From an optimization exercise on the open Yosys and OpenROAD flow, aimed at small area; shortcuts taken in it are not production practice. RTL that was checked went through simulation tests only; none was proved equivalent to the original. The clock input has no modelled driver; a real chip could not lean on it and would need a root buffer or a full tree. No activity file was given, so power comes from the tool's default toggle rates.

## build 39
// overall_top
module overall_top(
    input clk_100MHz,
    input reset,
    input sec_button,
    input min_button,
    input hour_button,
    input start,
    input pause,
    input mode,
    output h_sync,
    output v_sync,
    output [11:0] rgb
    );
    wire pix_en;
    wire [9:0] h_pos, v_pos;
    vga_timing vga(.clk(clk_100MHz), .reset(reset), .pix_en(pix_en),
        .h_pos(h_pos), .v_pos(v_pos), .h_sync(h_sync), .v_sync(v_sync));
    wire [3:0] as1, am1, ah1;
    wire [2:0] as10, am10;
    wire [1:0] ah10;
    clock_keeper ck(.clk(clk_100MHz), .rst(reset & ~mode),
        .sec_button(sec_button), .min_button(min_button), .hour_button(hour_button),
        .s1(as1), .s10(as10), .m1(am1), .m10(am10), .h1(ah1), .h10(ah10));
    wire [3:0] ts1, tm1, th1;
    wire [2:0] ts10, tm10;
    wire th10;
    timer_keeper tk(.clk(clk_100MHz), .rst(reset & mode), .mode(mode),
        .start(start), .pause(pause),
        .s1(ts1), .s10(ts10), .m1(tm1), .m10(tm10), .h1(th1), .h10(th10));
    wire [4:0] slot = h_pos[9:5];
    wire [3:0] row = v_pos[5:2];
    wire [2:0] col = h_pos[4:2];
    wire vband = (v_pos[9:6] == 4'd3);
    wire sel_h10 = (slot == 5'd6), sel_h1 = (slot == 5'd7);
    wire sel_m10 = (slot == 5'd9), sel_m1 = (slot == 5'd10);
    wire sel_s10 = (slot == 5'd12), sel_s1 = (slot == 5'd13);
    wire sel_colon = (slot == 5'd8) | (slot == 5'd11);
    wire sel_letter = (slot == 5'd14);
    wire rt = (row[3:1] == 3'd1), ru = (row[3:1] == 3'd2), rm = (row[3:1] == 3'd3);
    wire rl = (row[3:1] == 3'd4), rb = (row[3:1] == 3'd5);
    wire cl = (col[2:1] == 2'd0), cc = (col >= 3'd2) & (col <= 3'd4), cr = (col == 3'd5) | (col == 3'd6);
    wire colon_px = (ru | rl) & ((col == 3'd3) | (col == 3'd4));
    wire c04 = (col == 3'd0) | (col == 3'd4);
    wire c0to4 = (col <= 3'd4);
    wire a_px = ((row == 4'd7) & (col >= 3'd1) & (col <= 3'd3))
              | (((row == 4'd8) | (row == 4'd10) | (row == 4'd11)) & c04)
              | ((row == 4'd9) & c0to4);
  ...
export LEC_CHECK = 0
export CAP_MARGIN = 20
export CORE_MARGIN = 2
export CORE_UTILIZATION = 40
export SLEW_MARGIN = 20
export SYNTH_MEMORY_MAX_BITS = 16384
create_clock -name core_clock -period 10.0 [get_ports {clk_100MHz}]
run.sh (not shown) runs the stock make flow with config.mk's settings and CLKGATE_MAP_FILE= SYNTH_SCRIPT=/design/flow/synth_recipe.tcl, a recipe that flattens the netlist after the stock synthesis.
Input-level comparison between build 89 and build 39:
# build 39
export LEC_CHECK = 0
export CAP_MARGIN = 20
export CORE_MARGIN = 2
export CORE_UTILIZATION = 40
export SLEW_MARGIN = 20
export SYNTH_MEMORY_MAX_BITS = 16384
create_clock -name core_clock -period 10.0 [get_ports {clk_100MHz}]
# build 89
export LEC_CHECK = 0
export CAP_MARGIN = 20
export CORE_MARGIN = 2
export CORE_UTILIZATION = 40
export CTS_BUF_LIST = sky130_fd_sc_hd__clkbuf_8
export CTS_CLUSTER_DIAMETER = 500
export CTS_CLUSTER_SIZE = 100
export SLEW_MARGIN = 20
export SYNTH_MEMORY_MAX_BITS = 16384
create_clock -name core_clock -period 10.0 [get_ports {clk_100MHz}]
## What came out
Going from build 39 to build 89, static leakage power lost about 2%, final worst setup slack held steady, worst supply voltage drop on vdd saw a decrease, number of clock buffers in the layout saw a decrease.
met2 capacity usage during global routing, build 89 and build 39, higher one = build 89.
Setup changes, build 89 to build 35
# build 89
export LEC_CHECK = 0
export CAP_MARGIN = 20
export CORE_MARGIN = 2
export CORE_UTILIZATION = 40
export CTS_BUF_LIST = sky130_fd_sc_hd__clkbuf_8
export CTS_CLUSTER_DIAMETER = 500
export CTS_CLUSTER_SIZE = 100
export SLEW_MARGIN = 20
export SYNTH_MEMORY_MAX_BITS = 16384
create_clock -name core_clock -period 10.0 [get_ports {clk_100MHz}]
# build 35
export LEC_CHECK = 0
export CAP_MARGIN = 20
export CORE_MARGIN = 2
export CORE_UTILIZATION = 40
export CTS_CLUSTER_DIAMETER = 500
export CTS_CLUSTER_SIZE = 100
export SLEW_MARGIN = 20
export SYNTH_MEMORY_MAX_BITS = 16384
create_clock -name core_clock -period 10.0 [get_ports {clk_100MHz}]
==> comparison <==
- Build 89 finished end to end and its layout was clean on timing, DRC and antenna.
- Build 35 ran to completion and came out clean on the timing, DRC and antenna checks.
- From build 35 to build 89, count of mapped cells out of synthesis did not move at all.
- For smallest setup slack after layout, build 35 and build 89 come out practically identical.
- In terms of mapped cell area, build 35 and build 89 differ only marginally.
--- input diff build 35..build 1 ---
# build 35
export LEC_CHECK = 0
export CAP_MARGIN = 20
export CORE_MARGIN = 2
export CORE_UTILIZATION = 40
export CTS_CLUSTER_DIAMETER = 500
export CTS_CLUSTER_SIZE = 100
export SLEW_MARGIN = 20
export SYNTH_MEMORY_MAX_BITS = 16384
create_clock -name core_clock -period 10.0 [get_ports {clk_100MHz}]
# build 1
export LEC_CHECK = 0
export CAP_MARGIN = 20
export CORE_MARGIN = 2
export CORE_UTILIZATION = 40
export CTS_BUF_LIST = sky130_fd_sc_hd__clkbuf_8
export CTS_CLUSTER_DIAMETER = 200
export CTS_CLUSTER_SIZE = 30
export SLEW_MARGIN = 20
export SYNTH_MEMORY_MAX_BITS = 16384
create_clock -name core_clock -period 10.0 [get_ports {clk_100MHz}]
Findings:
As far as final sum of negative setup slack goes, build 1 and build 35 are indistinguishable; the numbers are identical.
There was hardly any difference in wire length after detailed routing between build 1 and build 35.
From build 35 to build 1 the numbers moved as follows: final cycle utilization of the critical path now sits at about the same level; design area now sits lower.
Compared with build 35, in build 1 final cell utilization of the core shrank by 0.81 points; area added between synthesis and finish now sits lower.
Delta (build 1 minus build 35): switching fraction of total power higher, number of global-route vias before repair roughly the same, routed wire length per instance roughly the same, routability-driven placement congestion ratio roughly the same.
Function was not checked in any run of this note: the RTL went through the layout flow alone.

---

## before
Another version of the RTL of overall_top (not shown whole).
Size in the first run: about 460 cells after synthesis, about 22 I/O pins.
==> flow/design.v (excerpt) <==
module overall_top(
    input clk_100MHz,
    input reset,
    input sec_button,
    input min_button,
    input hour_button,
    input start,
    input pause,
    input mode,
    output h_sync,
    output v_sync,
    output [11:0] rgb
    );
    wire pix_en;
    wire [9:0] h_pos, v_pos;
    vga_timing vga(.clk(clk_100MHz), .reset(reset), .pix_en(pix_en),
        .h_pos(h_pos), .v_pos(v_pos), .h_sync(h_sync), .v_sync(v_sync));
    wire [3:0] as1, am1, ah1;
    wire [2:0] as10, am10;
    wire [1:0] ah10;
    clock_keeper ck(.clk(clk_100MHz), .rst(reset & ~mode),
        .sec_button(sec_button), .min_button(min_button), .hour_button(hour_button),
        .s1(as1), .s10(as10), .m1(am1), .m10(am10), .h1(ah1), .h10(ah10));
    wire [3:0] ts1, tm1, th1;
    wire [2:0] ts10, tm10;
    wire th10;
    timer_keeper tk(.clk(clk_100MHz), .rst(reset & mode), .mode(mode),
        .start(start), .pause(pause),
        .s1(ts1), .s10(ts10), .m1(tm1), .m10(tm10), .h1(th1), .h10(th10));
    wire [4:0] slot = h_pos[9:5];
    wire [3:0] row = v_pos[5:2];
    wire [2:0] col = h_pos[4:2];
    wire vband = (v_pos[9:6] == 4'd3);
    wire sel_h10 = (slot == 5'd6), sel_h1 = (slot == 5'd7);
    wire sel_m10 = (slot == 5'd9), sel_m1 = (slot == 5'd10);
    wire sel_s10 = (slot == 5'd12), sel_s1 = (slot == 5'd13);
    wire sel_colon = (slot == 5'd8) | (slot == 5'd11);
    wire sel_letter = (slot == 5'd14);
    wire rt = (row[3:1] == 3'd1), ru = (row[3:1] == 3'd2), rm = (row[3:1] == 3'd3);
    wire rl = (row[3:1] == 3'd4), rb = (row[3:1] == 3'd5);
    wire cl = (col[2:1] == 2'd0), cc = (col >= 3'd2) & (col <= 3'd4), cr = (col == 3'd5) | (col == 3'd6);
    wire colon_px = (ru | rl) & ((col == 3'd3) | (col == 3'd4));
    wire c04 = (col == 3'd0) | (col == 3'd4);
    wire c0to4 = (col <= 3'd4);
    wire a_px = ((row == 4'd7) & (col >= 3'd1) & (col <= 3'd3))
              | (((row == 4'd8) | (row == 4'd10) | (row == 4'd11)) & c04)
              | ((row == 4'd9) & c0to4);
    wire t_px = ((row == 4'd7) & c0to4)
              | ((row >= 4'd8) & (row <= 4'd11) & (col == 3'd2));
    wire letter_px = mode ? t_px : a_px;
    wire nbit_a, nbit_t;
    glyph_bit ga(.sel_h10(sel_h10), .sel_h1(sel_h1), .sel_m10(sel_m10), .sel_m1(sel_m1),
  ...
clock: 10.0 ns
lec_check: 0
cap_margin: 20
core_margin: 2
core_utilization: 40
slew_margin: 20
synth_memory_max_bits: 16384
standard.sh (not shown) runs the stock make flow with config.mk's settings and CLKGATE_MAP_FILE= SYNTH_SCRIPT=/design/flow/synth_recipe.tcl, a recipe that flattens the netlist after the stock synthesis.
==> flow/flow/run.sh <==
#!/bin/bash
# Own layout flow: the standard flow (standard.sh) with these changes.
#  1. After the standard synthesis, the combinational logic between the
#     (untouched) registers is re-mapped by ABC for area: four runs with
#     different seeds (remap.abc), the smallest netlist that a SAT proof
#     shows equal to the standard one (registers cut into inputs and
#     outputs) is used; the standard netlist is kept if none passes.
#  2. The port buffers are sky130_fd_sc_hd__buf_1 (every port still gets one).
#  3. CTS builds its tree from clkbuf_8 without dummy loads; clock_tree.tcl
#     then replaces it by a smaller tree if that meets its checks.
# Each tool's output goes to a log file of its own in the work folder.
set -euo pipefail
WORK=$(pwd)
export FLOWDIR=$WORK/flow
export RES=$WORK/orfs/results/$FLOW_PLATFORM/overall_top/base
PLAT=$FLOW_HOME/platforms/$FLOW_PLATFORM
LIB=$PLAT/lib/sky130_fd_sc_hd__tt_025C_1v80.lib
YOSYS=${YOSYS_EXE:-$(command -v yosys || echo $FLOW_HOME/../tools/install/yosys/bin/yosys)}
OPENROAD=${OPENROAD_EXE:-$(command -v openroad || echo $FLOW_HOME/../tools/install/OpenROAD/bin/openroad)}

export BUFFER_PORTS_ARGS="-buffer_cell sky130_fd_sc_hd__buf_1"
export CTS_ARGS="-sink_clustering_enable -repair_clock_nets -dont_use_dummy_load -buf_list sky130_fd_sc_hd__clkbuf_8"

bash standard.sh synth > standard_synth.log 2>&1
cp "$RES/1_2_yosys.v" "$WORK/netlist_standard.v"
python3 "$FLOWDIR/cut_ffs.py" "$WORK/netlist_standard.v" "$WORK/cut_standard.v" > "$WORK/cut_standard.log" 2>&1 || true

DONT_USE=$(sed -n '/DONT_USE_CELLS +=/,/^$/p' "$PLAT/config.mk" | grep -o 'sky130_fd_sc_hd__[A-Za-z0-9_]*' | sed 's/^/-dont_use /' | tr '\n' ' ')
SEQ="sky130_fd_sc_hd__df* sky130_fd_sc_hd__edf* sky130_fd_sc_hd__sdf* sky130_fd_sc_hd__dl*"

for S in 1 2 3 4; do
  sed "s/@SEED@/$S/" "$FLOWDIR/remap.abc" > "$WORK/remap_$S.abc"
  cat > "$WORK/remap_$S.ys" <<EOS
read_liberty -ignore_miss_func -ignore_miss_dir -ignore_miss_data_latch $LIB
read_verilog $WORK/netlist_standard.v
hierarchy -top $FLOW_TOP
setattr -mod -set keep_hierarchy 1 $SEQ
flatten
opt_clean
setattr -mod -set blackbox 1 $SEQ
techmap
opt -fast
abc -liberty $LIB $DONT_USE -script $WORK/remap_$S.abc
setundef -zero
splitnets
opt_clean -purge
hilomap -singleton -hicell sky130_fd_sc_hd__conb_1 HI -locell sky130_fd_sc_hd__conb_1 LO
insbuf -buf sky130_fd_sc_hd__buf_4 A X
tee -o $WORK/remap_stat_$S.txt stat -liberty $LIB
write_verilog -noattr -nohex -nodec -selected $WORK/netlist_remap_$S.v
EOS
  "$YOSYS" -s "$WORK/remap_$S.ys" > "$WORK/remap_$S.log" 2>&1 &
done
wait || true

# candidates, smallest first
: > "$WORK/remap_areas.txt"
for S in 1 2 3 4; do
  if [[ -s "$WORK/netlist_remap_$S.v" && -s "$WORK/remap_stat_$S.txt" ]]; then
    a=$(grep -m1 "Chip area" "$WORK/remap_stat_$S.txt" | awk '{print $NF}')
    echo "$a $S" >> "$WORK/remap_areas.txt"
  fi
done
use_remap=0
for S in $(sort -g "$WORK/remap_areas.txt" | awk '{print $2}'); do
  python3 "$FLOWDIR/cut_ffs.py" "$WORK/netlist_remap_$S.v" "$WORK/cut_remap_$S.v" > "$WORK/cut_remap_$S.log" 2>&1 || continue
  cat > "$WORK/equiv_$S.ys" <<EOS
read_liberty -ignore_miss_func -ignore_miss_dir -ignore_miss_data_latch $LIB
read_verilog $WORK/cut_standard.v
rename $FLOW_TOP gold
read_verilog $WORK/cut_remap_$S.v
rename $FLOW_TOP gate
flatten gold gate
opt_clean
miter -equiv -flatten -make_outputs gold gate miter
hierarchy -top miter
sat -verify -prove trigger 0 miter
EOS
  "$YOSYS" -s "$WORK/equiv_$S.ys" > "$WORK/equiv_$S.log" 2>&1 || continue
  # the same registers, by name and cell type
  diff <(grep -o 'sky130_fd_sc_hd__[de]*df[a-z0-9_]* [^ ]*' "$WORK/netlist_standard.v" | sort) \
       <(grep -o 'sky130_fd_sc_hd__[de]*df[a-z0-9_]* [^ ]*' "$WORK/netlist_remap_$S.v" | sort) > "$WORK/regs_diff_$S.log" || continue
  use_remap=$S
  break
done
echo "use_remap=$use_remap" > "$WORK/remap_used.txt"
if [[ $use_remap != 0 ]]; then
  cp "$WORK/netlist_remap_$use_remap.v" "$RES/1_2_yosys.v"
  rm -f "$RES/1_synth.odb" "$RES/1_synth.sdc"
fi

bash standard.sh cts > standard_cts.log 2>&1
if "$OPENROAD" -no_init -exit "$FLOWDIR/clock_tree.tcl" > "$WORK/clock_tree.log" 2>&1 \
   && [[ -s "$RES/4_cts_tree.odb" ]]; then
  cp "$RES/4_cts.odb" "$WORK/4_cts_cts.odb"
  mv "$RES/4_cts_tree.odb" "$RES/4_cts.odb"
  echo "clock tree replaced" > "$WORK/clock_tree_used.txt"
else
  echo "clock tree kept" > "$WORK/clock_tree_used.txt"
fi

bash standard.sh > standard.log 2>&1
==> flow/flow/remap.abc <==
strash
balance; rewrite; refactor; balance; rewrite; rewrite -z; balance; refactor -z; rewrite -z; balance
&get -n
&deepsyn -T 200 -S @SEED@
&put
dch
amap
topo
Other scripts of this flow, unchanged in this note and not shown: flow/flow/clock_tree.tcl, flow/flow/clock_tree_lib.tcl, flow/flow/cut_ffs.py
Input changes introduced in after (baseline for comparison: before):
Settings: CAP_MARGIN changed from 20 to 0; SLEW_MARGIN changed from 20 to 0.
diff --git a/flow/flow/run.sh b/flow/flow/run.sh
--- a/flow/flow/run.sh
+++ b/flow/flow/run.sh
@@ -4 +4 @@
-#     (untouched) registers is re-mapped by ABC for area: four runs with
+#     (untouched) registers is re-mapped by ABC for area: runs with
@@ -7,0 +8 @@
+#     Eight seeds, four at a time; each run is deterministic.
@@ -31 +32,2 @@
-for S in 1 2 3 4; do
+SEEDS="1 2 3 4 5 6 7 8"
+for S in $SEEDS; do
@@ -52,0 +55 @@
+  while (( $(jobs -rp | wc -l) >= 4 )); do sleep 2; done
@@ -58 +61 @@
-for S in 1 2 3 4; do
+for S in $SEEDS; do
diff --git a/flow/flow/remap.abc b/flow/flow/remap.abc
--- a/flow/flow/remap.abc
+++ b/flow/flow/remap.abc
@@ -4 +4 @@
-&deepsyn -T 200 -S @SEED@
+&deepsyn -J 1000 -S @SEED@
## What came out
Every run (after and before) finished clean.
Time the worst path needs with I/O delays and setup delta for after relative to before: 0.010 ns lower
Diff after and before: relative contribution of combinational cells to total power lower in before
Delta(worst slew slack as a fraction of its limit, after - before) < 0
In before the design's own scripts or RTL, not TritonCTS, make the clock network.

-- separate check: timing with driven ports --
The results above use ideal ports. As a check the final layouts listed here were re-extracted and re-timed, cells and wires unchanged. Step 1 (the two cells are an assumption about what drives the block):
set clk [get_ports {clk_100MHz}]
set_driving_cell -lib_cell sky130_fd_sc_hd__clkbuf_16 $clk
set_driving_cell -lib_cell sky130_fd_sc_hd__buf_2 [delete_from_list [all_inputs] $clk]
Step 2 also shifts input and output timing later by t, the mid clock arrival at the registers, as if the neighbouring blocks saw the same clock. Slacks: no drivers / after step 1 / after step 2; pairs: no drivers / after step 1.
| run | shift t [ns] | setup slack, ns | hold slack, ns | worst data-port slew with drivers (ns) |
|---|---|---|---|---|
| build 39 | 0.379 | 4.527 / 4.498 / 4.498 | 0.459 / 0.459 / 0.459 | 0.03 |
| build 89 | 0.401 | 4.526 / 4.497 / 4.497 | 0.466 / 0.466 / 0.466 | 0.03 |
| build 35 | 0.379 | 4.527 / 4.498 / 4.498 | 0.459 / 0.459 / 0.459 | 0.03 |
| build 1 | 0.401 | 4.526 / 4.497 / 4.497 | 0.466 / 0.466 / 0.466 | 0.03 |
| before | 0.465 | 5.124 / 5.127 / 4.662 | 0.398 / 0.398 / 0.398 | 0.03 |
| after | 0.377 | 5.135 / 5.112 / 5.030 | 0.380 / 0.380 / 0.380 | 0.03 |
After both steps every run listed still meets setup and hold. The setup slack of before, which loses most, moves by +0.003 ns with the drivers and by -0.462 ns with both steps.
